What follows belongs to an exercise in optimizing a design on an open flow for small area, a short achievable clock period and few clock cycles; a production flow would make more cautious choices.
Function was checked by simulation only, so behaviour that the tests miss may differ from the original.
Power and IR drop assume default switching activity.

===== flow/design.v =====
module adder(
    input  logic [31:0] a, b,  
    output logic [31:0] y      
);
    assign y = a + b;
endmodule
module mux2 #(parameter WIDTH = 8)
(
    input  logic [WIDTH-1:0] d0, d1,   
    input  logic             s,        
    output logic [WIDTH-1:0] y         
);
    assign y = s ? d1 : d0;   
endmodule
module signext(
    input  logic [15:0] a,   
    output logic [31:0] y    
);
    assign y = {{16{a[15]}}, a};
endmodule
module sl2(
    input  logic [31:0] a,   
    output logic [31:0] y    
);
    assign y = {a[29:0], 2'b00};
endmodule
module flopr #(parameter WIDTH = 32)
(
    input  logic             clk, reset,    
    input  logic [WIDTH-1:0] d,            
    output logic [WIDTH-1:0] q             
);
    always_ff @(posedge clk, posedge reset) begin
        if (reset) q <= 0;                 
        else q <= d;                       
    end
endmodule
module regfile(
    input  logic        clk,       
    input  logic        we3,       
    input  logic [4:0]  ra1, ra2,  
    input  logic [4:0]  wa3,       
    input  logic [31:0] wd3,       
    output logic [31:0] rd1, rd2   
);
    logic [31:0] rf[31:0];
    always_ff @(posedge clk) begin
        if (we3) begin
            if (wa3 != 0) rf[wa3] <= wd3;
        end
    end
    assign rd1 = (ra1 != 0) ? rf[ra1] : 0;
    assign rd2 = (ra2 != 0) ? rf[ra2] : 0;
endmodule
module ula(
    input  logic [31:0] a, b,          
    input  logic [2:0]  ULAcontrol,    
    output logic [31:0] result,        
    output logic        zero           
);
    always_comb begin
        case (ULAcontrol)
            3'b000:  result = a & b;                       
            3'b001:  result = a | b;                       
            3'b010:  result = a + b;                       
            3'b110:  result = a - b;                       
            3'b111:  begin
                if (a[31] != b[31])
                    result = a[31] ? 32'd1 : 32'd0;
                else
                    result = (a < b) ? 32'd1 : 32'd0;
            end
            default: begin
                if (ULAcontrol[0] == 0)
                    result = a & b;   
                else
                    result = a | b;   
            end
        endcase
    end
    assign zero = (result == 32'b0);
endmodule
module ula_control(
    input  logic [1:0] ULAop,        
    input  logic [5:0] funct,        
    output logic [2:0] ULAcontrol    
);
    always_comb begin
        case(ULAop)
            2'b00: ULAcontrol = 3'b010;   
            2'b01: ULAcontrol = 3'b110;   
            2'b10: begin
                case(funct)
                    6'b100000: ULAcontrol = 3'b010;  
                    6'b100010: ULAcontrol = 3'b110;  
                    6'b100100: ULAcontrol = 3'b000;  
                    6'b100101: ULAcontrol = 3'b001;  
                    6'b101010: ULAcontrol = 3'b111;  
                    default:   ULAcontrol = 3'b010;  
                endcase
            end
            default: ULAcontrol = 3'b010;   
        endcase
    end
endmodule
module main_control(
    input  logic [5:0] op,     
    output logic regdst,       
    output logic ULAsrc,       
    output logic memtoreg,     
    output logic regwrite,     
    output logic memread,      
    output logic memwrite,     
    output logic branch,       
    output logic [1:0] ULAop   
);
    parameter R_FORMAT = 6'b000000;   
    parameter LW       = 6'b100011;   
    parameter SW       = 6'b101011;   
    parameter BEQ      = 6'b000100;   
    parameter ADDI     = 6'b001000;   
    parameter J        = 6'b000010;   
    always_comb begin
        case(op)
            R_FORMAT: begin
                regdst   = 1'b1;   
                ULAsrc   = 1'b0;   
                memtoreg = 1'b0;   
                regwrite = 1'b1;   
                memread  = 1'b0;   
                memwrite = 1'b0;   
                branch   = 1'b0;   
                ULAop    = 2'b10;  
            end
            LW: begin
                regdst   = 1'b0;   
                ULAsrc   = 1'b1;   
                memtoreg = 1'b1;   
                regwrite = 1'b1;   
                memread  = 1'b1;   
                memwrite = 1'b0;   
                branch   = 1'b0;   
                ULAop    = 2'b00;  
            end
            SW: begin
                regdst   = 1'b0;   
                ULAsrc   = 1'b1;   
                memtoreg = 1'b0;   
                regwrite = 1'b0;   
                memread  = 1'b0;   
                memwrite = 1'b1;   
                branch   = 1'b0;   
                ULAop    = 2'b00;  
            end
            BEQ: begin
                regdst   = 1'b0;   
                ULAsrc   = 1'b0;   
                memtoreg = 1'b0;   
                regwrite = 1'b0;   
                memread  = 1'b0;   
                memwrite = 1'b0;   
                branch   = 1'b1;   
                ULAop    = 2'b01;  
            end
            ADDI: begin
                regdst   = 1'b0;   
                ULAsrc   = 1'b1;   
                memtoreg = 1'b0;   
                regwrite = 1'b1;   
                memread  = 1'b0;   
                memwrite = 1'b0;   
                branch   = 1'b0;   
                ULAop    = 2'b00;  
            end
            J: begin
                regdst   = 1'b0;   
                ULAsrc   = 1'b0;   
                memtoreg = 1'b0;   
                regwrite = 1'b0;   
                memread  = 1'b0;   
                memwrite = 1'b0;   
                branch   = 1'b0;   
                ULAop    = 2'b00;  
            end
            default: begin
                regdst   = 1'b0;   
                ULAsrc   = 1'b0;   
                memtoreg = 1'b0;   
                regwrite = 1'b0;   
                memread  = 1'b0;   
                memwrite = 1'b0;   
                branch   = 1'b0;   
                ULAop    = 2'b00;  
            end
        endcase
    end
endmodule
module controller(
    input  logic [5:0] op,      
    input  logic [5:0] funct,   
    input  logic       zero,    
    output logic       memtoreg,   
    output logic       memwrite,   
    output logic       memread,    
    output logic       pcsrc,      
    output logic       ULAsrc,     
    output logic       regdst,     
    output logic       regwrite,   
    output logic [2:0] ULAcontrol,  
    output logic       jump        
);
    logic [1:0] ULAop;    
    logic       branch;    
    main_control mc(
        .op(op),
        .memread(memread),
        .memtoreg(memtoreg),
        .memwrite(memwrite),
        .branch(branch),
        .ULAsrc(ULAsrc),
        .regdst(regdst),
        .regwrite(regwrite),
        .ULAop(ULAop)
    );
    ula_control uc(
        .funct(funct),
        .ULAop(ULAop),
        .ULAcontrol(ULAcontrol)
    );
    assign pcsrc = branch & zero;
    assign jump = (op == 6'b000010);
endmodule
module datapath(
    input  logic        clk, reset,
    input  logic        memtoreg, pcsrc,      
    input  logic        ULAsrc, regdst,       
    input  logic        regwrite, memread,
    input  logic        jump,                 
    input  logic [2:0]  ULAcontrol,           
    output logic        zero,                 
    output logic [31:0] pc,                   
    input  logic [31:0] instr,                
    output logic [31:0] ULAout, writedata,    
    input  logic [31:0] readdata              
);
    logic [4:0]  writereg;                    
    logic [31:0] pcnext, pcnextbr, pcplus4, pcbranch;   
    logic [31:0] signimm, signimmsh;          
    logic [31:0] srca, srcb;                  
    logic [31:0] result;                      
    flopr #(32) pcreg(                        
        .clk(clk),
        .reset(reset),
        .d(pcnext),     
        .q(pc)
    );
    adder pcadd1(                             
        .a(pc),
        .b(32'b100),                          
        .y(pcplus4)
    );
    sl2 immshift(                             
        .a(signimm),
        .y(signimmsh)
    );
    adder pcadd2(                             
        .a(pcplus4),
        .b(signimmsh),
        .y(pcbranch)
    );
    mux2 #(32) pcbrmux(                       
        .d0(pcplus4),
        .d1(pcbranch),
        .s(pcsrc),
        .y(pcnextbr)      
    );
    mux2 #(32) pcmux(
        .d0(pcnextbr),
        .d1({pcplus4[31:28], instr[25:0], 2'b00}),
        .s(jump),
        .y(pcnext)
    );
    regfile rf(                               
        .clk(clk),
        .we3(regwrite),                       
        .ra1(instr[25:21]),                   
        .ra2(instr[20:16]),                   
        .wa3(writereg),                       
        .wd3(result),                         
        .rd1(srca),                           
        .rd2(writedata)                       
    );
    mux2 #(5) wrmux(                          
        .d0(instr[20:16]),                    
        .d1(instr[15:11]),                    
        .s(regdst),
        .y(writereg)
    );
    mux2 #(32) resmux(                        
        .d0(ULAout),                          
        .d1(readdata),                        
        .s(memtoreg),
        .y(result)
    );
    signext se(                               
        .a(instr[15:0]),                      
        .y(signimm)                           
    );
    mux2 #(32) srcbmux(                       
        .d0(writedata),                       
        .d1(signimm),                         
        .s(ULAsrc),       
        .y(srcb)
    );
    ula mainula(                              
        .a(srca),                             
        .b(srcb),                             
        .ULAcontrol(ULAcontrol),              
        .result(ULAout),                      
        .zero(zero)                           
    );
endmodule
module mips(
    input  logic        clk, reset,
    output logic [31:0] pc,          
    input  logic [31:0] instr,       
    output logic        memwrite,    
    output logic [31:0] dataadr,     
    output logic [31:0] writedata,   
    input  logic [31:0] readdata     
);
    logic        memtoreg, memread, regdst, regwrite, pcsrc, zero, ULAsrc, jump;
    logic [2:0]  ULAcontrol;
    controller c(
        .op(instr[31:26]),
        .funct(instr[5:0]),
        .zero(zero),
        .memtoreg(memtoreg),
        .memwrite(memwrite),
        .memread(memread),
        .pcsrc(pcsrc),
        .ULAsrc(ULAsrc),
        .regdst(regdst),
        .regwrite(regwrite),
        .ULAcontrol(ULAcontrol),
        .jump(jump)
    );
    datapath dp(
        .clk(clk),
        .reset(reset),
        .memtoreg(memtoreg),
        .pcsrc(pcsrc),
        .ULAsrc(ULAsrc),
        .regdst(regdst),
        .regwrite(regwrite),
        .memread(memread),
        .jump(jump),
        .ULAcontrol(ULAcontrol),
        .zero(zero),
        .pc(pc),
        .instr(instr),
        .ULAout(dataadr),
        .writedata(writedata),
        .readdata(readdata)
    );
endmodule

===== flow/run.sh =====
#!/bin/bash
# synth_recipe.tcl (not shown) runs the flow's synth.tcl, then flattens the netlist and writes it again
# the make line also repeats each setting of config.mk as NAME=value (left out here)
make -C /OpenROAD-flow-scripts/flow DESIGN_CONFIG=/design/flow/config.mk WORK_HOME=/design/flow/orfs CLKGATE_MAP_FILE= SYNTH_SCRIPT=/design/flow/synth_recipe.tcl finish

===== flow/config.mk =====
export PLATFORM = sky130hd
export DESIGN_NAME = mips
export DESIGN_NICKNAME = mips
export VERILOG_FILES = /design/flow/design.v
export SDC_FILE = /design/flow/constraint.sdc
export NUM_CORES = 4
export LEC_CHECK = 0
export CAP_MARGIN = 20
export CORE_MARGIN = 2
export CORE_UTILIZATION = 40
export SLEW_MARGIN = 20

===== flow/constraint.sdc =====
create_clock -name core_clock -period 11.0 [get_ports {clk}]
set_input_delay 2.2000 -clock core_clock [delete_from_list [all_inputs] [get_ports {clk}]]
set_output_delay 2.2000 -clock core_clock [all_outputs]
set_load 0.01 [all_outputs]

==> flow_summary.json, run 1 <==
{
  "finalSetupViolations": 0,
  "arrival_ps": 8540,
  "tightest_slew_ps": 1150,
  "grt_use_met2_pct": 40.5,
  "critPathMaxFanout": 63,
  "seq_area_frac_synth_pct": 55.4,
  "grt_max_degree": 72,
  "cts_setup_buffers": 0,
  "postCtsResizedCells": 0,
  "hpwl_mm": 123,
  "die_y_um": 381,
  "met1_usage_pct": 37.7,
  "start_util_pct": 40.2,
  "final_cell_mix": "edfxtp_1, mux4_2, buf_4, nand2_1, nor2_1",
  "ys.warnings.count": 5,
  "htreeDepth": 3,
  "rows": 138,
  "cts.path.max_buffers": 3,
  "holdWs_ps": 617,
  "top_usage_layer": "met2",
  "ir_drop_mv": 0.179,
  "crit_chain": "buf_8 -> buf_12 -> buf_4 -> mux4_2 -> mux4_2 -> mux2i_1 -> nor2_1 -> mux2i_1 -> ha_1 -> buf_4 -> nand3_1 -> o311ai_1 -> buf_4 -> o21a_1 -> o211ai_1 -> a211oi_1 -> a2111oi_0 -> buf_4 -> nand2_1 -> and3_1 -> a211oi_4 -> clkdlybuf4s50_1",
  "maxSlewViolCount": 0,
  "syn_area_mm2": 0.0568,
  "fin_skew_ps": 63.6,
  "diodes": 0,
  "synth_cell_types": 89,
  "rsz0062_at_grt": "false",
  "power.total_mw": 11.8,
  "grt.overflow.total": 0,
  "power_leakage_nw": 22.0,
  "fin_nets": 3952,
  "min_period_ps": 10740,
  "clk_latency_ps": 770,
  "clockRootBuffer": "clkbuf_16",
  "crit_slowest_cell": "clkdlybuf4s50_1",
  "grt_use_met3_pct": 5.04,
  "seq_power_share_pct": 43.1,
  "ios": 163,
  "power.density_mw_per_mm2": 178,
  "pwr-share-clk_pct": 31.8,
  "hold_viol": 0,
  "drive_gt1_share_pct": 29.3,
  "status": "timing/DRC/antenna clean",
  "synthArstFlopShare_pct": 2.85,
  "firstDrtPassIters": 6,
  "wl_mm": 191,
  "cts_buffers": 110,
  "die_w_um": 381,
  "ys_ff_latch": 1054,
  "crit_required_ps": 8800,
  "grt_pass1_vias": 36091,
  "antenna_found_initial": 4,
  "cap_violations": 0,
  "synth-edff-count": 1024,
  "grt_usage_pct": 26.2,
  "netSwitchingFraction_pct": 30.1,
  "gp_congestion": 0.987,
  "worstSetupEndpointType": "output pin",
  "grt_pass1_wl_mm": 271,
  "internal-power_mw": 8.22,
  "die_area_mm2": 0.145,
  "crit_top_cell": "buf_4",
  "routed-via-count": 36746,
  "placeableCoreArea_mm2": 0.141,
  "max_freq_ghz": 0.0931,
  "route.detailed.drc": 0,
  "p_comb_share_pct": 25.1,
  "drt-wirelength-per-cell_um": 33.3,
  "clock_sinks": 1054,
  "setup-tns-final_ps": 0,
  "timing.final.crit_share_pct": 97.6,
  "hp-class": "flop to flop",
  "io_buffer_count": 160,
  "vias_per_cell": 6.42,
  "syn_area_per_cell_um2": 16.4,
  "synthCells": 3468,
  "final_common_cell": "edfxtp_1",
  "path_clk_slew_ps": 60,
  "tritoncts": "yes",
  "area_growth_pct": 15.9,
  "slew_headroom_pct": 23.3,
  "slowest_delay_ps": 640,
  "final_util_pct": 46.7,
  "switchingPower_mw": 3.53,
  "start_kind": "primary input",
  "path_class": "primary input to output pin",
  "antenna_left": 0,
  "ys.flop_type": "edfxtp_1",
  "drt_iter0_drc": 4886,
  "ctsHoldBuffers": 0
}
[final cells by class]
class / count / area, um2
fillers: 12212 / 75300
well taps: 1890 / 2360
multi-input cells: 2080 / 24400
inverters: 122 / 458
clock inverters: 65 / 682
clock buffers: 134 / 2890
repair buffers: 380 / 3610
flip-flops and latches: 1054 / 31500
[power groups by stage]
stage                     clock (mW)  sequential, mW  combinational (mW)
after floorplan                    0            5.16                1.66
after global placement             0            5.15                2.91
after detailed placement           0            5.15                2.92
after CTS                       3.79            5.06                2.92
after global routing            3.94            5.07                3.17
final                           3.73            5.06                2.95
[metal layers]
layer  share of wire [%]  wire (um)
met4                 3.0       5800
met2                  46      87600
met3                 9.6      18300
met1                  41      79200
met5              0.0063         12
[flip-flops by register name, indices dropped and copies added, names as in the netlist]
name        cells
dp.pcreg.q     30
dp.rf.rf     1024
[worst max-delay path, delay by kind of cell]
family	cells	cell delay, ps
and+or+nand+nor	4	460
AOI/OAI and AO/OA	6	1800
adders and majority gates	1	380
muxes	4	1360
buffers and inverters	7	2230
[cell usage after synthesis (30+ instances only)]
master | n | area [um2]
dfrtp_1 | 30 | 751
edfxtp_1 | 1024 | 30700
a21oi_1 | 139 | 696
mux4_2 | 640 | 14400
nor3_1 | 38 | 190
buf_1 | 77 | 289
o21ai_0 | 64 | 320
nand3_1 | 35 | 175
nand2_1 | 181 | 679
clkbuf_1 | 144 | 541
nor2_1 | 203 | 762
xnor2_1 | 41 | 359
inv_1 | 121 | 454
ha_1 | 135 | 1690
o41ai_1 | 30 | 263
nand2b_1 | 55 | 344
mux2i_1 | 52 | 521
a21o_1 | 35 | 263
[through the flow]
stage,worst slack [ps],instances,area (um2)
2_1_floorplan,625,3501,57000
3_3_place_gp,271,5526,62300
3_5_place_dp,210,5526,62300
4_1_cts,166,5725,65900
5_1_grt,6.52,5725,65900
6_report,259,5725,65900
[logic make-up (layout without fill, tap and decap cells)]
group	count (synthesis)	after routing	synth area share (%)
adders and majority gates	138	138	3.08
other	1	34	0.00660
buffers and inverters	367	701	2.52
DFF	1054	1054	55.4
AOI/OAI and AO/OA	511	511	6.29
xor gates and xnor gates	66	66	1.02
and+or+nand+nor	633	633	5.27
muxes	698	698	26.4
[final timing paths]
kind	startpoint	end	slack (ps)	cells after the start
min reg2reg	dp.pcreg.q[31]	dp.pcreg.q[31]	620	2
min in group asynchronous	reset	dp.pcreg.q[31]	1830	3
max	instr[17]	dataadr[28]	260	22
max in group asynchronous	reset	dp.pcreg.q[11]	8870	3
max reg2reg	dp.rf.rf[26][1]	dp.pcreg.q[30]	3000	22
min	dp.pcreg.q[31]	dp.pcreg.q[31]	620	2
Testbench counts, summed over its fixed seeds: cycles 17,920.
==> run 2, diff against run 1 <==
--- a/flow/design.v
+++ b/flow/design.v
@@ -331,36 +331,139 @@
 );
-    logic        memtoreg, memread, regdst, regwrite, pcsrc, zero, ULAsrc, jump;
-    logic [2:0]  ULAcontrol;
-    controller c(
-        .op(instr[31:26]),
-        .funct(instr[5:0]),
-        .zero(zero),
-        .memtoreg(memtoreg),
-        .memwrite(memwrite),
-        .memread(memread),
-        .pcsrc(pcsrc),
-        .ULAsrc(ULAsrc),
-        .regdst(regdst),
-        .regwrite(regwrite),
-        .ULAcontrol(ULAcontrol),
-        .jump(jump)
-    );
-    datapath dp(
+    localparam logic [5:0] OP_R = 6'h00, OP_J = 6'h02, OP_BEQ = 6'h04,
+                           OP_ADDI = 6'h08, OP_LW = 6'h23, OP_SW = 6'h2B;
+    logic        d_valid;
+    logic [31:0] d_instr;
+    logic [31:0] d_pc4;
+    logic        e_wr, e_load, e_store, e_beq;    
+    logic [4:0]  e_dest;
+    logic [31:0] e_a, e_b;
+    logic [15:0] e_imm;
+    logic        e_useimm, e_fwda, e_fwdb;
+    logic        e_sub, e_and, e_or, e_slt;
+    logic [31:0] e_btarget;
+    logic        m_wr, m_load;
+    logic [4:0]  m_dest;
+    logic [31:0] m_res, m_wd;
+    logic [31:0] pc4, pcnext;
+    logic        redirect_e, redirect_d, stall_d, jump_f;
+    logic [31:0] btarget_d;
+    assign pc4    = pc + 32'd4;
+    assign jump_f = (instr[31:26] == OP_J);
+    always_comb begin
+        if (redirect_e)      pcnext = e_btarget;
+        else if (redirect_d) pcnext = btarget_d;
+        else if (stall_d)    pcnext = pc;
+        else if (jump_f)     pcnext = {pc4[31:28], instr[25:0], 2'b00};
+        else                 pcnext = pc4;
+    end
+    always_ff @(posedge clk, posedge reset)
+        if (reset) pc <= 32'd0;
+        else       pc <= pcnext;
+    always_ff @(posedge clk, posedge reset)
+        if (reset) d_valid <= 1'b0;
+        else if (redirect_e | redirect_d) d_valid <= 1'b0;
+        else if (!stall_d) d_valid <= !jump_f;
+    always_ff @(posedge clk)
+        if (!stall_d) begin
+            d_instr <= instr;
+            d_pc4   <= pc4;
+        end
+    logic [5:0]  d_op, d_funct;
+    logic [4:0]  d_rs, d_rt, d_rd;
+    logic [31:0] d_simm;
+    logic        d_isr, d_isaddi, d_islw, d_issw, d_isbeq;
+    logic        d_use_rs, d_use_rt, d_wr;
+    logic [4:0]  d_dest;
+    logic [31:0] rf_a, rf_b, d_a, d_b, wb_data;
+    assign d_op    = d_instr[31:26];
+    assign d_rs    = d_instr[25:21];
+    assign d_rt    = d_instr[20:16];
+    assign d_rd    = d_instr[15:11];
+    assign d_funct = d_instr[5:0];
+    assign d_simm  = {{16{d_instr[15]}}, d_instr[15:0]};
+    assign d_isr    = (d_op == OP_R);
+    assign d_isaddi = (d_op == OP_ADDI);
+    assign d_islw   = (d_op == OP_LW);
+    assign d_issw   = (d_op == OP_SW);
+    assign d_isbeq  = (d_op == OP_BEQ);
+    assign d_dest   = d_isr ? d_rd : d_rt;
+    assign d_wr     = (d_isr | d_isaddi | d_islw) & (d_dest != 5'd0);
+    assign d_use_rs = d_isr | d_isaddi | d_islw | d_issw | (d_isbeq & (d_rs != d_rt));
+    assign d_use_rt = d_isr | d_issw | (d_isbeq & (d_rs != d_rt));
+    assign btarget_d = d_pc4 + {d_simm[29:0], 2'b00};
+    assign stall_d = d_valid & e_load &
+                     ((d_use_rs & (d_rs == e_dest)) | (d_use_rt & (d_rt == e_dest)));
+    assign redirect_d = d_valid & d_isbeq & (d_rs == d_rt) & !redirect_e;
+    assign wb_data = m_load ? readdata : m_res;
+    regfile rf(
         .clk(clk),
-        .reset(reset),
-        .memtoreg(memtoreg),
-        .pcsrc(pcsrc),
-        .ULAsrc(ULAsrc),
-        .regdst(regdst),
-        .regwrite(regwrite),
-        .memread(memread),
-        .jump(jump),
-        .ULAcontrol(ULAcontrol),
-        .zero(zero),
-        .pc(pc),
-        .instr(instr),
-        .ULAout(dataadr),
-        .writedata(writedata),
-        .readdata(readdata)
+        .we3(m_wr),
+        .ra1(d_rs),
+        .ra2(d_rt),
+        .wa3(m_dest),
+        .wd3(wb_data),
+        .rd1(rf_a),
+        .rd2(rf_b)
     );
+    assign d_a = (m_wr & (m_dest == d_rs)) ? wb_data : rf_a;
+    assign d_b = (m_wr & (m_dest == d_rt)) ? wb_data : rf_b;
+    logic d_go;
+    assign d_go = d_valid & !stall_d & !redirect_e;
+    always_ff @(posedge clk, posedge reset)
+        if (reset) begin
+            e_wr    <= 1'b0;
+            e_load  <= 1'b0;
+            e_store <= 1'b0;
+            e_beq   <= 1'b0;
+        end else begin
+            e_wr    <= d_go & d_wr;
+            e_load  <= d_go & d_islw & (d_dest != 5'd0);
+            e_store <= d_go & d_issw;
+            e_beq   <= d_go & d_isbeq & (d_rs != d_rt);
+        end
+    always_ff @(posedge clk) begin
+        e_dest    <= d_dest;
+        e_a       <= d_a;
+        e_b       <= d_b;
+        e_imm     <= d_instr[15:0];
+        e_useimm  <= !d_isr;
+        e_fwda    <= e_wr & !e_load & (e_dest == d_rs);
+        e_fwdb    <= e_wr & !e_load & (e_dest == d_rt);
+        e_sub     <= d_isr & (d_funct == 6'h22);
+        e_and     <= d_isr & (d_funct == 6'h24);
+        e_or      <= d_isr & (d_funct == 6'h25);
+        e_slt     <= d_isr & (d_funct == 6'h2A);
+        e_btarget <= btarget_d;
+    end
+    logic [31:0] a, b, srcb, sum, res;
+    logic        lt;
+    assign a    = e_fwda ? m_res : e_a;
+    assign b    = e_fwdb ? m_res : e_b;
+    assign srcb = e_useimm ? {{16{e_imm[15]}}, e_imm} : b;
+    assign sum  = a + ((e_sub | e_slt) ? ~srcb : srcb) + {31'd0, e_sub | e_slt};
+    assign lt   = (a[31] != srcb[31]) ? a[31] : sum[31];
+    always_comb begin
+        if (e_and)      res = a & srcb;
+        else if (e_or)  res = a | srcb;
+        else if (e_slt) res = {31'd0, lt};
+        else            res = sum;
+    end
+    assign redirect_e = e_beq & (a == b);
+    always_ff @(posedge clk, posedge reset)
+        if (reset) begin
+            memwrite <= 1'b0;
+            m_wr     <= 1'b0;
+            m_load   <= 1'b0;
+        end else begin
+            memwrite <= e_store;
+            m_wr     <= e_wr;
+            m_load   <= e_load;
+        end
+    always_ff @(posedge clk) begin
+        m_dest <= e_dest;
+        m_res  <= res;
+        m_wd   <= b;
+    end
+    assign dataadr   = m_res;
+    assign writedata = m_wd;
 endmodule
==> flow_summary.json, run 2 <==
{
  "synthArstFlopShare_pct": 3.01,
  "clk_latency_ps": 790,
  "r2r_end": "m_res[28]",
  "die_w_um": 403,
  "antenna_found_initial": 2,
  "yosysMostFrequentCell": "edfxtp_1",
  "ys_ff_latch": 1331,
  "reg2reg_slack_ps": 6490,
  "timing.final.crit_share_pct": 41.0,
  "power.total_mw": 13.9,
  "yosysTopAreaCellShare_pct": 51.4,
  "grt_max_degree": 122,
  "drive_gt1_share_pct": 27.1,
  "hold_depth": 0,
  "arrival_ps": 5160,
  "ir_drop_mv": 0.111,
  "start_util_pct": 40.2,
  "critPathMaxFanout": 52,
  "hold_viol": 0,
  "firstDrtPassIters": 6,
  "ys.flop_type": "edfxtp_1",
  "power_leakage_nw": 24.0,
  "synthCells": 3672,
  "synth_commonest_cells": "edfxtp_1, mux4_2, dfxtp_1",
  "seq_area_frac_synth_pct": 59.4,
  "ys.warnings.count": 2,
  "rows": 146,
  "postCtsResizedCells": 0,
  "start_kind": "flop",
  "status": "timing/DRC/antenna clean",
  "dpl-instance-area_mm2": 0.0678,
  "timing.rr.start": "e_fwdb",
  "synth_area_leaders": "edfxtp_1, mux4_2, dfxtp_1",
  "ios": 163,
  "die_area_mm2": 0.162,
  "routed-via-count": 37339,
  "hold_path_startpoint": "e_store",
  "cts_buffers": 139,
  "gp_congestion": 0.937,
  "area_growth_pct": 14.1,
  "synth_cell_types": 98,
  "ctsHoldBuffers": 0,
  "hpwl_mm": 110,
  "slew_headroom_pct": 21.3,
  "synth-edff-count": 1088,
  "finalSetupViolations": 0,
  "rr_worst_depth": 15,
  "tritoncts": "yes",
  "fin_skew_ps": 28.5,
  "clockRootBuffer": "clkbuf_16",
  "grt.overflow.total": 0,
  "syn_area_mm2": 0.0635,
  "fin_nets": 3976,
  "path_clk_slew_ps": 60,
  "path_class": "flop to flop",
  "tightest_slew_ps": 1150,
  "route.detailed.drc": 0,
  "final_util_pct": 45.9,
  "final_common_cell": "edfxtp_1",
  "cap_violations": 0,
  "largest_register_ffs": 1024,
  "antenna_left": 0,
  "drt_iter0_drc": 4261,
  "io_buffer_count": 162,
  "worstSetupEndpointType": "flop",
  "grt_pass1_wl_mm": 270,
  "final_cell_mix": "edfxtp_1, mux4_2, dfxtp_1, clkdlybuf4s50_1, mux2i_1",
  "largest_register": "rf.rf",
  "drt-wirelength-per-cell_um": 31.1,
  "hp-class": "flop to flop",
  "yosysTopAreaCell": "edfxtp_1",
  "vias_per_cell": 6.19,
  "setup-tns-final_ps": 0,
  "die_y_um": 403,
  "wl_mm": 188,
  "min_period_ps": 4510,
  "crit_required_ps": 11650,
  "rsz0062_at_grt": "false",
  "maxSlewViolCount": 0,
  "max_freq_ghz": 0.222,
  "clock_sinks": 1331,
  "grt_pass1_vias": 37156,
  "cts_setup_buffers": 0,
  "htreeDepth": 4,
  "placeableCoreArea_mm2": 0.158,
  "design_area_mm2": 0.0725,
  "syn_area_per_cell_um2": 17.3,
  "grt_usage_pct": 23.1,
  "min_to": "memwrite",
  "cts.path.max_buffers": 3,
  "power.density_mw_per_mm2": 191
}
-- run 2: cell types whose count changed in the layout (fill, tap and decap cells not counted), sizes merged, moves of 65 or more --
cell	delta
dfxtp	+203
nor2	-79
ha	-73
mux2i	+109
a21oi	-65
o22ai	+74
nand2	-104
buf	-152
-- run 2: cells by family after synthesis --
group | after synthesis | share of synthesized area (%)
XOR/XNOR | 184 | 2.55
AO/OA/AOI/OAI | 457 | 4.76
flip-flops | 1331 | 59.4
buffers and inverters | 363 | 2.41
other | 1 | 0.00590
AND/OR/NAND/NOR | 418 | 3.30
adder cells (fa/ha/maj) | 64 | 1.28
multiplexers | 854 | 26.3
-- run 2: worst max path at each step --
stage                         end  slack (ps)  cells after the start         start
floorplan               m_res[16]        7230                     16      e_useimm
global placement    rf.rf[13][14]        6420                      3  readdata[14]
detailed placement  rf.rf[13][14]        6400                      3  readdata[14]
CTS                     m_res[16]        6580                     15        e_fwdb
global route            m_res[28]        6280                     15        e_fwdb
finish                  m_res[28]        6490                     15        e_fwdb
-- run 2: stage by stage --
step,hold slack [ps],worst slack [ps],cells
6_report,351,6490,6035
5_1_grt,350,6280,6034
4_1_cts,348,6580,6034
3_5_place_dp,335,6400,5777
3_3_place_gp,338,6420,5776
2_1_floorplan,331,7230,3703
-- run 2: area by class of cell --
class	count	area (um2)
diodes	1	2.50
clock buffers	174	3750
clock inverters	83	962
fillers	13399	85500
inverters	125	469
multi-input cells	2009	24600
flip-flops and latches	1331	37800
well taps	2072	2590
repair buffers	240	2280
-- run 2: metal layers --
layer / part of all wire, % / wire length (um) / global-route usage (%) / up-vias
met5: 0 / 0 / 0 / -
met4: 3.0 / 5680 / 7.43 / 0
met3: 8.1 / 15200 / 4.02 / 326
met2: 48 / 90000 / 37.3 / 1827
met1: 41 / 77100 / 32.0 / 19775
li1: - / - / - / 15411
-- run 2: critical path: stages, from the launching register on --
cell	delay [ps]
dfxtp_2	310
buf_4	550
mux2i_1	550
inv_1	110
o21ai_0	350
xor2_1	120
ha_1	400
a21o_1	200
a211o_1	320
o221a_1	260
o21ai_1	150
a31oi_2	90
a31o_1	270
a41oi_1	300
mux2i_1	230
o211ai_1	100
-- run 2: report_power, final --
group / internal [mW] / switching, mW / leakage (nW)
clock network: 2.84 / 2.05 / 2.30
registers: 6.20 / 0.375 / 12.1
logic: 0.963 / 1.44 / 9.63
total: 10.0 / 3.87 / 24.0
Testbench counts of run 2, summed over its fixed seeds: cycles 20,218.
==> run 3, diff against run 2 <==
--- a/flow/design.v
+++ b/flow/design.v
@@ -45,10 +45,16 @@
 );
-    logic [31:0] rf[31:0];
-    always_ff @(posedge clk) begin
-        if (we3) begin
-            if (wa3 != 0) rf[wa3] <= wd3;
+    logic [31:0] rf [1:31];
+    logic [31:1] sel1, sel2;
+    always_ff @(posedge clk)
+        if (we3 && wa3 != 5'd0) rf[wa3] <= wd3;
+    always_comb begin
+        rd1 = 32'd0;
+        rd2 = 32'd0;
+        for (int i = 1; i < 32; i++) begin
+            sel1[i] = (ra1 == 5'(i));
+            sel2[i] = (ra2 == 5'(i));
+            rd1 = rd1 | ({32{sel1[i]}} & rf[i]);
+            rd2 = rd2 | ({32{sel2[i]}} & rf[i]);
         end
     end
-    assign rd1 = (ra1 != 0) ? rf[ra1] : 0;
-    assign rd2 = (ra2 != 0) ? rf[ra2] : 0;
 endmodule
@@ -335,3 +341,2 @@
     logic [31:0] d_instr;
-    logic [31:0] d_pc4;
     logic        e_wr, e_load, e_store, e_beq;    
@@ -366,6 +371,3 @@
     always_ff @(posedge clk)
-        if (!stall_d) begin
-            d_instr <= instr;
-            d_pc4   <= pc4;
-        end
+        if (!stall_d) d_instr <= instr;
     logic [5:0]  d_op, d_funct;
@@ -392,3 +394,3 @@
     assign d_use_rt = d_isr | d_issw | (d_isbeq & (d_rs != d_rt));
-    assign btarget_d = d_pc4 + {d_simm[29:0], 2'b00};
+    assign btarget_d = pc + {d_simm[29:0], 2'b00};
     assign stall_d = d_valid & e_load &
==> flow_summary.json, run 3 <==
{
  "ys.warnings.count": 2,
  "arrival_ps": 6560,
  "start_util_pct": 40.1,
  "hold_viol": 0,
  "yosysMostFrequentCell": "edfxtp_1",
  "yosysTopAreaCell": "edfxtp_1",
  "ir_drop_mv": 0.119,
  "multiInputGateArea_mm2": 0.0194,
  "grt_max_degree": 51,
  "final_common_cell": "edfxtp_1",
  "yosysTopAreaCellShare_pct": 55.1,
  "htreeDepth": 4,
  "routed-via-count": 46800,
  "syn_area_per_cell_um2": 13.4,
  "tritoncts": "yes",
  "synth_xor_area_share_pct": 2.76,
  "die_w_um": 377,
  "synth_cell_types": 79,
  "power_leakage_nw": 21.5,
  "ios": 163,
  "cts.path.max_buffers": 3,
  "synth-compound-area-share_pct": 20.3,
  "drive_gt1_share_pct": 11.4,
  "io_buffer_count": 162,
  "hp-class": "flop to flop",
  "fin_skew_ps": 30.0,
  "setup-tns-final_ps": 0,
  "antenna_left": 0,
  "cts_buffers": 134,
  "crit_required_ps": 11650,
  "hold_depth": 0,
  "dpl-instance-area_mm2": 0.0604,
  "largest_register_ffs": 992,
  "tightest_slew_ps": 1360,
  "drt-wirelength-per-cell_um": 41.5,
  "design_area_mm2": 0.0648,
  "cap_violations": 0,
  "die_area_mm2": 0.142,
  "synth-adder-area-share_pct": 1.46,
  "timing.final.crit_share_pct": 53.7,
  "power.density_mw_per_mm2": 199,
  "maxSlewViolCount": 0,
  "finalSetupViolations": 0,
  "rr_worst_depth": 13,
  "largest_register": "rf.rf",
  "nFillCells": 12207,
  "r2r_end": "m_res[30]",
  "ys.flop_type": "edfxtp_1",
  "grt_usage_pct": 35.6,
  "clk_latency_ps": 800,
  "ctsHoldBuffers": 0,
  "syn_area_mm2": 0.0558,
  "placeableCoreArea_mm2": 0.139,
  "synth_area_leaders": "edfxtp_1, a221oi_1, a22o_1",
  "clockRootBuffer": "clkbuf_16",
  "final_cell_mix": "edfxtp_1, a221oi_1, a22o_1, dfxtp_1, clkdlybuf4s50_1",
  "fin_nets": 4430,
  "min_to": "memwrite",
  "postCtsResizedCells": 0,
  "synthCells": 4147,
  "slew_headroom_pct": 8.48,
  "area_growth_pct": 16.2,
  "synthSimpleGateAreaFrac_pct": 6.52,
  "worstSetupEndpointType": "flop",
  "reg2reg_slack_ps": 5090,
  "route.detailed.drc": 0,
  "synth_commonest_cells": "edfxtp_1, a221oi_1, a22o_1",
  "hpwl_mm": 142,
  "rows": 137,
  "critPathMaxFanout": 22,
  "wl_mm": 261,
  "hold_path_startpoint": "e_store",
  "seq_area_frac_synth_pct": 63.9,
  "antenna_found_initial": 7,
  "synthArstFlopShare_pct": 3.18,
  "synth-edff-count": 1024,
  "drt_iter0_drc": 11534,
  "firstDrtPassIters": 10,
  "ys_ff_latch": 1257,
  "vias_per_cell": 7.44,
  "grt_pass1_wl_mm": 351,
  "gp_congestion": 0.945,
  "grt.overflow.total": 0,
  "path_class": "flop to flop",
  "synth_top_family_by_area": "compound AO/OA/AOI/OAI gates",
  "min_period_ps": 5910,
  "grt_pass1_vias": 43640,
  "start_kind": "flop",
  "rsz0062_at_grt": "false",
  "final-seq-area_mm2": 0.0356,
  "clock_sinks": 1257,
  "die_y_um": 377,
  "synthMuxAreaShare_pct": 2.35,
  "cts_setup_buffers": 0,
  "status": "timing/DRC/antenna clean",
  "max_freq_ghz": 0.169,
  "path_clk_slew_ps": 60,
  "timing.rr.start": "e_useimm"
}
==> run 3: worst max-delay path by stage <==
stage | startpoint | endpoint | slack, ps | cells after the start
after global routing | e_useimm | m_res[30] | 4870 | 13
final | e_useimm | m_res[30] | 5090 | 13
after global placement | e_useimm | m_res[30] | 5220 | 13
after CTS | e_useimm | m_res[30] | 5230 | 13
after detailed placement | e_useimm | m_res[30] | 5240 | 13
after floorplan | e_fwda | m_res[30] | 6690 | 16
==> run 3: cells by family after synthesis <==
logic type / count (synthesis)
simple gates: 716
buf+inv: 388
flops: 1257
fa+ha+maj: 64
mux: 125
xor+xnor: 176
compound gates: 1421
==> run 3: critical path, cell delays in order (launching register included) <==
cell and delay, ps:
dfxtp_1 960, clkinv_1 1000, mux2i_1 530, xor2_1 120, ha_1 400, and3_1 260, and3_1 190, a221oi_1 450
a21oi_1 290, a221oi_1 710, o21ai_0 280, a31oi_1 260, mux2i_1 220, o21ai_0 100
==> run 3: cell type report <==
| type | instances | area share [%] |
|---|---|---|
| Sequential cell | 1257 | 55.0 |
| Multi-Input combinational cell | 2502 | 30.0 |
| Tap cell | 1876 | 3.62 |
| Timing Repair Buffer | 302 | 4.13 |
| Antenna cell | 5 | 0.0193 |
| Clock buffer | 161 | 5.41 |
| Clock inverter | 85 | 1.29 |
| Inverter | 103 | 0.599 |
==> run 3: per-stage QoR <==
stage | power (mW) | setup slack (ps) | util [%] | std cells | hold slack, ps
after global routing | 13.2 | 4870 | 46.6 | 6286 | 368
final | 12.9 | 5090 | 46.6 | 6291 | 361
after floorplan | 7.31 | 6690 | - | 4147 | 331
after global placement | 8.31 | 5220 | 43.4 | 6037 | 335
after detailed placement | 8.34 | 5240 | 43.4 | 6037 | 346
after CTS | 12.8 | 5230 | 46.6 | 6283 | 360
==> run 3: power by group <==
group	switching (mW)	leakage, nW	internal (mW)	total [mW]
clock	2.01	2.11	2.54	4.56
sequential	0.297	11.4	5.84	6.13
combinational	1.49	8.01	0.734	2.22
==> run 3: metal layers <==
metal	vias to the layer above	part of all wire [%]	wire length, um	track usage [%]
met5	-	0.092	241	1.13
met4	16	8.5	22200	22.9
met3	1362	18	46500	16.4
met2	5261	39	101000	47.9
met1	22656	35	91200	45.8
li1	17505	-	-	-
Testbench counts of run 3, summed over its fixed seeds: cycles 20,218.
==> run 4, diff against run 3 <==
--- a/flow/design.v
+++ b/flow/design.v
@@ -1,6 +1,27 @@
 module adder(
-    input  logic [31:0] a, b,  
-    output logic [31:0] y      
-);
-    assign y = a + b;
+    input  logic [31:0] a, b,
+    input  logic        cin,
+    output logic [31:0] y
+);
+    logic [31:0] g [0:5];
+    logic [31:0] p [0:5];
+    logic [31:0] c;
+    always_comb begin
+        g[0] = a & b;
+        p[0] = a ^ b;
+        g[0][0] = (a[0] & b[0]) | (cin & (a[0] ^ b[0]));
+        for (int l = 0; l < 5; l++) begin
+            for (int i = 0; i < 32; i++) begin
+                if ((i >> l) & 1) begin
+                    g[l+1][i] = g[l][i] | (p[l][i] & g[l][((i >> l) << l) - 1]);
+                    p[l+1][i] = p[l][i] & p[l][((i >> l) << l) - 1];
+                end else begin
+                    g[l+1][i] = g[l][i];
+                    p[l+1][i] = p[l][i];
+                end
+            end
+        end
+        c = {g[5][30:0], cin};
+        y = p[0] ^ c;
+    end
 endmodule
@@ -444,3 +465,8 @@
     assign srcb = e_useimm ? {{16{e_imm[15]}}, e_imm} : b;
-    assign sum  = a + ((e_sub | e_slt) ? ~srcb : srcb) + {31'd0, e_sub | e_slt};
+    adder alu_add(
+        .a(a),
+        .b((e_sub | e_slt) ? ~srcb : srcb),
+        .cin(e_sub | e_slt),
+        .y(sum)
+    );
     assign lt   = (a[31] != srcb[31]) ? a[31] : sum[31];
==> flow_summary.json, run 4 <==
{
  "tritoncts": "yes",
  "largest_register": "rf.rf",
  "firstDrtPassIters": 14,
  "finalNonFillerCells": 6142,
  "final_cell_mix": "edfxtp_1, a221oi_1, a22o_1, dfxtp_1, clkdlybuf4s50_1",
  "power.density_mw_per_mm2": 197,
  "cts_setup_buffers": 0,
  "cts.path.max_buffers": 3,
  "synth_commonest_cells": "edfxtp_1, a221oi_1, a22o_1",
  "ir_drop_mv": 0.155,
  "power.total_mw": 12.7,
  "path_class": "flop to flop",
  "grt_max_degree": 67,
  "antenna_left": 0,
  "synth_cell_types": 78,
  "rows": 136,
  "gp_congestion": 0.945,
  "ys.warnings.count": 5,
  "grt.overflow.total": 0,
  "crit_required_ps": 11670,
  "rsz0062_at_grt": "false",
  "grt_usage_pct": 35.2,
  "tightest_slew_ps": 1360,
  "htreeDepth": 4,
  "worstSetupEndpointType": "flop",
  "cts_buffers": 133,
  "status": "timing/DRC/antenna clean",
  "drt_iter0_drc": 11895,
  "hold_viol": 0,
  "setup-tns-final_ps": 0,
  "rr_worst_depth": 15,
  "ys_ff_latch": 1257,
  "die_w_um": 377,
  "ctsHoldBuffers": 0,
  "final-seq-area_mm2": 0.0356,
  "hp-class": "flop to flop",
  "place_inst": 5893,
  "arrival_ps": 5320,
  "syn_area_mm2": 0.0555,
  "nFillCells": 12010,
  "clock_sinks": 1257,
  "timing.final.crit_share_pct": 42.3,
  "maxSlewViolCount": 0,
  "synth-edff-count": 1024,
  "slew_headroom_pct": 8.99,
  "synthArstFlopShare_pct": 3.18,
  "routed-via-count": 46027,
  "ys.flop_type": "edfxtp_1",
  "fin_skew_ps": 42.4,
  "multiInputGateArea_mm2": 0.0192,
  "hold_depth": 0,
  "area_growth_pct": 15.8,
  "fin_nets": 4369,
  "seq_area_frac_synth_pct": 64.2,
  "clockRootBuffer": "clkbuf_16",
  "drive_gt1_share_pct": 11.5,
  "placeableCoreArea_mm2": 0.138,
  "critPathMaxFanout": 41,
  "die_y_um": 377,
  "cap_violations": 0,
  "wl_mm": 256,
  "start_kind": "flop",
  "io_buffer_count": 162,
  "finalSetupViolations": 0,
  "hpwl_mm": 139,
  "synth_area_leaders": "edfxtp_1, a221oi_1, a22o_1",
  "grt_pass1_wl_mm": 346,
  "drt-wirelength-per-cell_um": 41.8,
  "ios": 163,
  "largest_register_ffs": 992,
  "max_freq_ghz": 0.215,
  "vias_per_cell": 7.49,
  "syn_area_per_cell_um2": 13.6,
  "die_area_mm2": 0.142,
  "yosysMostFrequentCell": "edfxtp_1",
  "postCtsResizedCells": 0,
  "power_leakage_nw": 21.2,
  "synthCells": 4085,
  "start_util_pct": 40.3,
  "antenna_found_initial": 6,
  "grt_pass1_vias": 43319,
  "final_common_cell": "edfxtp_1",
  "final_util_pct": 46.7,
  "route.detailed.drc": 0,
  "clk_latency_ps": 800,
  "yosysTopAreaCellShare_pct": 55.4,
  "min_period_ps": 4650,
  "path_clk_slew_ps": 60,
  "yosysTopAreaCell": "edfxtp_1"
}
## run 4: cell types whose count changed in the layout (fill, tap and decap cells not counted), moves of 6 or more
cell	previous run	this run
a211oi_1	29	23
a21o_1	37	27
a31oi_1	19	12
clkbuf_1	23	43
clkinv_1	25	17
clkinv_2	23	14
inv_1	101	92
mux2i_1	84	68
mux2i_2	4	12
nand2_1	110	104
nor2_1	83	76
o21a_1	13	4
xnor2_1	66	89
xor2_1	110	84
## run 4: worst paths after layout
| check | start | end | slack (ps) |
|---|---|---|---|
| max | e_fwdb | m_res[31] | 6350 |
| max reg2reg | e_fwdb | m_res[31] | 6350 |
| max in group asynchronous | reset | m_load | 8630 |
| min | e_store | memwrite | 340 |
| min reg2reg | e_store | memwrite | 340 |
| min in group asynchronous | reset | pc[5] | 1900 |
## run 4: cells by family after synthesis
kind of cell | synth area share [%]
buffers and inverters | 2.67
adder cells (fa/ha/maj) | 1.59
AND/OR/NAND/NOR | 6.49
AO/OA/AOI/OAI | 20.0
flip-flops | 64.2
XOR/XNOR | 2.73
multiplexers | 2.34
## run 4: area by class of cell
cell class | instances | share of cell area (%)
Tap cell | 1794 | 3.49
Timing Repair Buffer | 302 | 4.17
Clock inverter | 53 | 0.730
Sequential cell | 1257 | 55.4
Multi-Input combinational cell | 2449 | 29.8
Clock buffer | 188 | 5.79
Antenna cell | 6 | 0.0234
Inverter | 93 | 0.543
## run 4: stage by stage
step	setup WS [ps]	instance area, um2	hold WS (ps)
detailed placement	6230	60000	337
finish	6350	64300	340
global placement	6080	60000	335
CTS	6460	64200	351
global route	6050	64300	358
floorplan	6730	55500	331
## run 4: report_power, final
group | total, mW | switching (mW) | leakage (nW) | internal, mW
Clock | 4.43 | 1.94 | 2.03 | 2.49
Sequential | 6.08 | 0.257 | 11.4 | 5.82
Combinational | 2.17 | 1.45 | 7.84 | 0.719
Total | 12.7 | 3.65 | 21.2 | 9.03
## run 4: layer usage
| metal | up-vias | routed length, um | GRT usage (%) |
|---|---|---|---|
| met2 | 5058 | 100000 | 47.7 |
| met4 | 6 | 21800 | 22.3 |
| li1 | 17269 | - | - |
| met3 | 1358 | 46000 | 16.5 |
| met5 | - | 100 | 0.412 |
| met1 | 22336 | 88500 | 44.8 |
## run 4: worst max-delay path, stage by stage (launching register included)
cell and delay, ps:
dfxtp_2 310, buf_4 480, mux2_2 440, mux2i_1 300, mux2i_1 170, fa_1 530, a211oi_1 320, o21ai_0 180
nand3_1 130, a21boi_0 90, buf_4 190, a41o_1 300, a21o_1 210, a211oi_1 570, or4_1 200, o211ai_1 70
Testbench counts of run 4, summed over its fixed seeds: cycles 20,218.
==> run 5, diff against run 4 <==
--- a/flow/design.v
+++ b/flow/design.v
@@ -1,9 +1,12 @@
-module adder(
-    input  logic [31:0] a, b,
-    input  logic        cin,
-    output logic [31:0] y
-);
-    logic [31:0] g [0:5];
-    logic [31:0] p [0:5];
-    logic [31:0] c;
+module adder #(parameter W = 32)
+(
+    input  logic [W-1:0] a, b,
+    input  logic         cin,
+    output logic [W-1:0] y,
+    output logic         cout
+);
+    localparam L = (W > 32) ? 6 : (W > 16) ? 5 : (W > 8) ? 4 : (W > 4) ? 3 : (W > 2) ? 2 : 1;
+    logic [W-1:0] g [0:L];
+    logic [W-1:0] p [0:L];
+    logic [W:0]   c;
     always_comb begin
@@ -11,5 +14,4 @@
         p[0] = a ^ b;
-        g[0][0] = (a[0] & b[0]) | (cin & (a[0] ^ b[0]));
-        for (int l = 0; l < 5; l++) begin
-            for (int i = 0; i < 32; i++) begin
+        for (int l = 0; l < L; l++) begin
+            for (int i = 0; i < W; i++) begin
                 if ((i >> l) & 1) begin
@@ -23,4 +25,6 @@
         end
-        c = {g[5][30:0], cin};
-        y = p[0] ^ c;
+        c[0] = cin;
+        for (int i = 0; i < W; i++) c[i+1] = g[L][i] | (p[L][i] & cin);
+        y    = p[0] ^ c[W-1:0];
+        cout = c[W];
     end
@@ -67,43 +71,29 @@
     logic [31:0] rf [1:31];
-    logic [31:1] sel1, sel2;
     always_ff @(posedge clk)
         if (we3 && wa3 != 5'd0) rf[wa3] <= wd3;
-    always_comb begin
-        rd1 = 32'd0;
-        rd2 = 32'd0;
-        for (int i = 1; i < 32; i++) begin
-            sel1[i] = (ra1 == 5'(i));
-            sel2[i] = (ra2 == 5'(i));
-            rd1 = rd1 | ({32{sel1[i]}} & rf[i]);
-            rd2 = rd2 | ({32{sel2[i]}} & rf[i]);
-        end
-    end
+    assign rd1 = (ra1 != 5'd0) ? rf[ra1] : 32'd0;
+    assign rd2 = (ra2 != 5'd0) ? rf[ra2] : 32'd0;
 endmodule
 module ula(
-    input  logic [31:0] a, b,          
-    input  logic [2:0]  ULAcontrol,    
-    output logic [31:0] result,        
-    output logic        zero           
+    input  logic [31:0] a, bx,
+    input  logic        inv,
+    input  logic        op_and, op_or, op_slt,    
+    output logic [31:0] result
 );
+    logic [31:0] sum;
+    logic        lt;
+    adder add(
+        .a(a),
+        .b(bx),
+        .cin(inv),
+        .y(sum),
+        .cout()
+    );
+    assign lt = (a[31] == bx[31]) ? a[31] : sum[31];
     always_comb begin
-        case (ULAcontrol)
-            3'b000:  result = a & b;                       
-            3'b001:  result = a | b;                       
-            3'b010:  result = a + b;                       
-            3'b110:  result = a - b;                       
-            3'b111:  begin
-                if (a[31] != b[31])
-                    result = a[31] ? 32'd1 : 32'd0;
-                else
-                    result = (a < b) ? 32'd1 : 32'd0;
-            end
-            default: begin
-                if (ULAcontrol[0] == 0)
-                    result = a & b;   
-                else
-                    result = a | b;   
-            end
-        endcase
+        if (op_and)      result = a & bx;
+        else if (op_or)  result = a | bx;
+        else if (op_slt) result = {31'd0, lt};
+        else             result = sum;
     end
-    assign zero = (result == 32'b0);
 endmodule
@@ -364,6 +354,8 @@
     logic [4:0]  e_dest;
-    logic [31:0] e_a, e_b;
-    logic [15:0] e_imm;
-    logic        e_useimm, e_fwda, e_fwdb;
-    logic        e_sub, e_and, e_or, e_slt;
+    logic [31:0] e_a, e_b;                        
+    logic [31:0] e_bi;                            
+    logic        e_inv;
+    logic        e_fwda, e_fwdb, e_fwdbi;         
+    logic        e_fwda_l, e_fwdb_l;              
+    logic        e_and, e_or, e_slt;
     logic [31:0] e_btarget;
@@ -372,14 +364,13 @@
     logic [31:0] m_res, m_wd;
-    logic [31:0] pc4, pcnext;
+    logic [31:0] pc4, pcnext, btarget_d;
     logic        redirect_e, redirect_d, stall_d, jump_f;
-    logic [31:0] btarget_d;
     assign pc4    = pc + 32'd4;
     assign jump_f = (instr[31:26] == OP_J);
-    always_comb begin
-        if (redirect_e)      pcnext = e_btarget;
-        else if (redirect_d) pcnext = btarget_d;
-        else if (stall_d)    pcnext = pc;
-        else if (jump_f)     pcnext = {pc4[31:28], instr[25:0], 2'b00};
-        else                 pcnext = pc4;
-    end
+    logic [31:0] pcnext_e;
+    logic        sel_f;
+    assign pcnext_e = redirect_e ? e_btarget :
+                      redirect_d ? btarget_d :
+                      stall_d    ? pc : pc4;
+    assign sel_f    = jump_f & !redirect_e & !redirect_d & !stall_d;
+    assign pcnext   = sel_f ? {pc4[31:28], instr[25:0], 2'b00} : pcnext_e;
     always_ff @(posedge clk, posedge reset)
@@ -397,5 +388,5 @@
     logic        d_isr, d_isaddi, d_islw, d_issw, d_isbeq;
-    logic        d_use_rs, d_use_rt, d_wr;
+    logic        d_alu_rs, d_alu_rt, d_wr, d_inv;
     logic [4:0]  d_dest;
-    logic [31:0] rf_a, rf_b, d_a, d_b, wb_data;
+    logic [31:0] rf_a, rf_b, d_a, d_b, d_bi, wb_data;
     assign d_op    = d_instr[31:26];
@@ -413,8 +404,14 @@
     assign d_wr     = (d_isr | d_isaddi | d_islw) & (d_dest != 5'd0);
-    assign d_use_rs = d_isr | d_isaddi | d_islw | d_issw | (d_isbeq & (d_rs != d_rt));
-    assign d_use_rt = d_isr | d_issw | (d_isbeq & (d_rs != d_rt));
-    assign btarget_d = pc + {d_simm[29:0], 2'b00};
-    assign stall_d = d_valid & e_load &
-                     ((d_use_rs & (d_rs == e_dest)) | (d_use_rt & (d_rt == e_dest)));
+    assign d_alu_rs = d_isr | d_isaddi | d_islw | d_issw;
+    assign d_alu_rt = d_isr;
+    adder d_badd(
+        .a(pc),
+        .b({d_simm[29:0], 2'b00}),
+        .cin(1'b0),
+        .y(btarget_d),
+        .cout()
+    );
     assign redirect_d = d_valid & d_isbeq & (d_rs == d_rt) & !redirect_e;
+    assign stall_d = d_valid & e_load &
+                     ((d_alu_rs & (d_rs == e_dest)) | (d_alu_rt & (d_rt == e_dest)));
     assign wb_data = m_load ? readdata : m_res;
@@ -432,2 +429,4 @@
     assign d_b = (m_wr & (m_dest == d_rt)) ? wb_data : rf_b;
+    assign d_inv = d_isr & ((d_funct == 6'h22) | (d_funct == 6'h2A));
+    assign d_bi  = (d_isr ? d_b : d_simm) ^ {32{d_inv}};
     logic d_go;
@@ -450,7 +449,9 @@
         e_b       <= d_b;
-        e_imm     <= d_instr[15:0];
-        e_useimm  <= !d_isr;
+        e_bi      <= d_bi;
+        e_inv     <= d_inv;
         e_fwda    <= e_wr & !e_load & (e_dest == d_rs);
         e_fwdb    <= e_wr & !e_load & (e_dest == d_rt);
-        e_sub     <= d_isr & (d_funct == 6'h22);
+        e_fwdbi   <= e_wr & !e_load & (e_dest == d_rt) & d_isr;
+        e_fwda_l  <= e_load & (e_dest == d_rs);
+        e_fwdb_l  <= e_load & (e_dest == d_rt);
         e_and     <= d_isr & (d_funct == 6'h24);
@@ -460,21 +461,18 @@
     end
-    logic [31:0] a, b, srcb, sum, res;
-    logic        lt;
-    assign a    = e_fwda ? m_res : e_a;
-    assign b    = e_fwdb ? m_res : e_b;
-    assign srcb = e_useimm ? {{16{e_imm[15]}}, e_imm} : b;
-    adder alu_add(
+    logic [31:0] a, b, a_cmp, b_full, bx, res;
+    assign a      = e_fwda ? m_res : e_a;
+    assign b      = e_fwdb ? m_res : e_b;
+    assign a_cmp  = e_fwda_l ? readdata : a;
+    assign b_full = e_fwdb_l ? readdata : b;
+    assign bx     = e_fwdbi ? (m_res ^ {32{e_inv}}) : e_bi;
+    ula alu(
         .a(a),
-        .b((e_sub | e_slt) ? ~srcb : srcb),
-        .cin(e_sub | e_slt),
-        .y(sum)
+        .bx(bx),
+        .inv(e_inv),
+        .op_and(e_and),
+        .op_or(e_or),
+        .op_slt(e_slt),
+        .result(res)
     );
-    assign lt   = (a[31] != srcb[31]) ? a[31] : sum[31];
-    always_comb begin
-        if (e_and)      res = a & srcb;
-        else if (e_or)  res = a | srcb;
-        else if (e_slt) res = {31'd0, lt};
-        else            res = sum;
-    end
-    assign redirect_e = e_beq & (a == b);
+    assign redirect_e = e_beq & (a_cmp == b_full);
     always_ff @(posedge clk, posedge reset)
@@ -492,3 +490,3 @@
         m_res  <= res;
-        m_wd   <= b;
+        m_wd   <= b_full;
     end
==> flow/flow/run.sh (new file) <==
#!/bin/bash
# Standard ORFS layout with: a stronger setup repair target, plain port buffers,
# and no dummy loads in the clock tree.
set -euo pipefail
bash standard.sh \
  SETUP_SLACK_MARGIN=7.5 \
  "BUFFER_PORTS_ARGS=-buffer_cell sky130_fd_sc_hd__buf_2" \
  "CTS_ARGS=-sink_clustering_enable -repair_clock_nets -dont_use_dummy_load" \
  finish > standard.log 2>&1
==> flow/standard.sh (new file) <==
#!/bin/bash
# synth_recipe.tcl (not shown) runs the flow's synth.tcl, then flattens the netlist and writes it again
# the make line also repeats each setting of config.mk as NAME=value (left out here)
make -C /OpenROAD-flow-scripts/flow DESIGN_CONFIG=/design/flow/config.mk WORK_HOME=/design/flow/orfs CLKGATE_MAP_FILE= SYNTH_SCRIPT=/design/flow/synth_recipe.tcl "${@:-finish}"
removed: flow/run.sh
==> flow_summary.json, run 5 <==
{
  "status": "timing/DRC/antenna clean",
  "grt_usage_pct": 24.3,
  "crit_chain": "buf_8 -> nand2_4 -> o21ai_4 -> xnor2_4 -> nor4_4 -> nand4_1 -> buf_6 -> or3_4 -> mux2_4",
  "rows": 144,
  "antenna_found_initial": 4,
  "syn_area_mm2": 0.0624,
  "syn_area_per_cell_um2": 15.8,
  "ys.warnings.count": 6,
  "power.total_mw": 12.5,
  "start_kind": "primary input",
  "gp_congestion": 0.856,
  "drt_iter0_drc": 4703,
  "route.detailed.drc": 0,
  "power.density_mw_per_mm2": 173,
  "ctsHoldBuffers": 0,
  "drive_gt1_share_pct": 33.5,
  "area_growth_pct": 15.6,
  "p_comb_share_pct": 19.9,
  "netSwitchingFraction_pct": 27.7,
  "ir_drop_mv": 0.122,
  "min_period_ps": 3750,
  "largest_register": "rf.rf",
  "yosysTopAreaCell": "edfxtp_1",
  "clock_sinks": 1285,
  "clockRootBuffer": "clkbuf_16",
  "slowest_delay_ps": 490,
  "wl_mm": 196,
  "hpwl_mm": 113,
  "final_cell_mix": "edfxtp_1, mux4_2, mux2i_1, nor2_1, nand2_1",
  "internal-power_mw": 9.02,
  "hold_path_startpoint": "e_dest[4]",
  "cap_violations": 0,
  "ys_ff_latch": 1285,
  "arrival_ps": 4390,
  "cts.path.max_buffers": 3,
  "timing.rr.start": "e_fwdb",
  "crit_required_ps": 11630,
  "tightest_slew_ps": 1120,
  "synth_commonest_cells": "edfxtp_1, mux4_2, mux2i_1",
  "clk_latency_ps": 790,
  "cts_buffers": 139,
  "rsz0062_at_grt": "true",
  "start_util_pct": 40.4,
  "switchingPower_mw": 3.46,
  "rr_worst_depth": 8,
  "hold_depth": 0,
  "grt_pass1_vias": 38344,
  "slew_headroom_pct": 24.9,
  "io_buffer_count": 162,
  "seq_power_share_pct": 48.3,
  "firstDrtPassIters": 5,
  "die_area_mm2": 0.159,
  "power_leakage_nw": 24.4,
  "ios": 163,
  "synth_cell_types": 85,
  "max_freq_ghz": 0.267,
  "synthCells": 3962,
  "finalSetupViolations": 0,
  "holdWs_ps": 402,
  "yosysMostFrequentCell": "edfxtp_1",
  "die_y_um": 399,
  "min_to": "m_dest[4]",
  "die_w_um": 399,
  "path_clk_slew_ps": 50,
  "synth-edff-count": 1024,
  "drt-wirelength-per-cell_um": 31.4,
  "critPathMaxFanout": 8,
  "largest_register_ffs": 992,
  "grt.overflow.total": 0,
  "crit_slowest_cell": "nor4_4",
  "r2r_end": "pc[3]",
  "synth_area_leaders": "edfxtp_1, mux4_2, dfxtp_1",
  "seq_area_frac_synth_pct": 57.9,
  "fin_skew_ps": 46.1,
  "grt_max_degree": 87,
  "worstSetupEndpointType": "flop",
  "synthArstFlopShare_pct": 3.11,
  "hp-class": "flop to flop",
  "ys.flop_type": "edfxtp_1",
  "pwr-share-clk_pct": 31.9,
  "tritoncts": "yes",
  "hold_viol": 0,
  "timing.final.crit_share_pct": 34.1,
  "routed-via-count": 39059,
  "path_class": "primary input to flop",
  "reg2reg_slack_ps": 7430,
  "path_buf_inv": 2,
  "placeableCoreArea_mm2": 0.155,
  "vias_per_cell": 6.25,
  "yosysTopAreaCellShare_pct": 49.2,
  "antenna_left": 0,
  "grt_pass1_wl_mm": 278,
  "maxSlewViolCount": 0,
  "htreeDepth": 4,
  "final_common_cell": "edfxtp_1",
  "cp_top_family": "simple AND/OR/NAND/NOR gates",
  "setup-tns-final_ps": 0,
  "fin_nets": 4366
}
[run 5: cell count changes after synthesis, sizes merged, moves of 84 or more]
cell,previous run,this run
mux2i,82,257
nand4,138,12
clkbuf,248,164
mux4,0,554
a221oi,454,6
a22o,448,2
[run 5: worst register-to-register path, delay by kind of cell (launching register included)]
| kind | cells | cell delay, ps |
|---|---|---|
| and+or+nand+nor | 3 | 1270 |
| muxes | 2 | 1010 |
| xor gates and xnor gates | 1 | 180 |
| AOI/OAI and AO/OA | 1 | 150 |
| buffers and inverters | 1 | 520 |
| DFF | 1 | 320 |
[run 5: how the worst max path moves through the flow]
stage                             from     end  slack [ps]  depth (start not counted)
after floorplan            readdata[6]   pc[3]        7120                          9
after global placement     readdata[9]   pc[1]        5320                          9
after detailed placement  readdata[30]   pc[1]        5510                          9
after CTS                  readdata[9]   pc[3]        7340                          8
after global routing       readdata[9]  pc[17]        7290                         13
final                      readdata[9]   pc[3]        7250                          9
[run 5: final cells by class]
type,count,area [um2]
well taps,2044,2560
inverters,136,529
repair buffers,376,3460
flip-flops and latches,1285,36400
multi-input cells,2260,25700
diodes,1,2.50
repair inverters,4,27.5
clock buffers,139,3480
fillers,13138,82400
[run 5: per-stage QoR]
stage | utilization, % | cells | instance area, um2 | worst slack [ps]
3_5_place_dp | 42.5 | 5972 | 65700 | 5510
6_report | 46.7 | 6245 | 72200 | 7250
2_1_floorplan | - | 3962 | 62500 | 7120
4_1_cts | 46.1 | 6206 | 71200 | 7340
3_3_place_gp | 42.5 | 5972 | 65600 | 5320
5_1_grt | 46.7 | 6244 | 72200 | 7290
[run 5: kinds of logic after synthesis]
family,Yosys count,synth area share [%]
AOI/OAI and AO/OA,554,5.68
xor gates and xnor gates,143,2.01
adders and majority gates,98,2.02
buffers and inverters,419,2.81
DFF,1285,57.9
muxes,869,25.2
and+or+nand+nor,594,4.30
[run 5: routing by layer]
metal | track usage, % | part of all wire, % | wire, um | up-vias
li1 | - | - | - | 16249
met3 | 5.25 | 9.3 | 18200 | 339
met5 | 0 | 0 | 0 | -
met4 | 9.22 | 3.8 | 7540 | 0
met1 | 33.4 | 40 | 79200 | 20491
met2 | 38.1 | 47 | 91300 | 1980
[run 5: power by group through the flow]
stage	Sequential, mW	Clock, mW	Combinational (mW)
2_1_floorplan	6.08	0	1.31
3_3_place_gp	6.18	0	1.99
3_5_place_dp	6.18	0	2.02
4_1_cts	6.02	4.03	2.37
5_1_grt	6.04	4.19	2.67
6_report	6.02	3.98	2.48
[run 5: what timing repair did]
item	in CTS	in global routing
setup buffers	86	28
cloned	9	10
gates resized for setup	315	111
setup endpoints to repair	253	306
hold endpoints to repair	0	0
pin swaps	25	35
Testbench counts of run 5, summed over its fixed seeds: cycles 20,178.

## separate check: timing with driven ports
In the flow no input, the clock included, has a driving cell. The finished layouts below were timed again as built, in two steps. Step 1: set_driving_cell puts a clkbuf_16 on clk and a buf_2 on each other input, an assumption about the parent block. Step 2 times the ports against the registers' clock, not the clock port: input delays grow and output delays shrink by t, the midpoint of the rising clock arrivals with the driver on. a / b / c = ideal ports / drivers / drivers and shift; a / b = the first two.
run | t (ns) | slack for setup (ns) | worst setup path at the end | latest minus earliest clock arrival (ns)
run 1 | 0.822 | 0.259 / 0.197 / 0.197 | input to output | 0.064 / 0.064
run 2 | 0.856 | 6.487 / 6.487 / 6.241 | input to register | 0.033 / 0.032
run 3 | 0.859 | 5.089 / 5.089 / 5.089 | register to register | 0.036 / 0.035
run 4 | 0.860 | 6.350 / 6.350 / 6.221 | input to register | 0.048 / 0.048
run 5 | 0.835 | 7.248 / 7.263 / 6.428 | input to register | 0.066 / 0.066
After both steps every run listed still meets setup and hold. The setup slack of run 5, which loses most, moves by +0.015 ns with the drivers and by -0.820 ns with both steps.
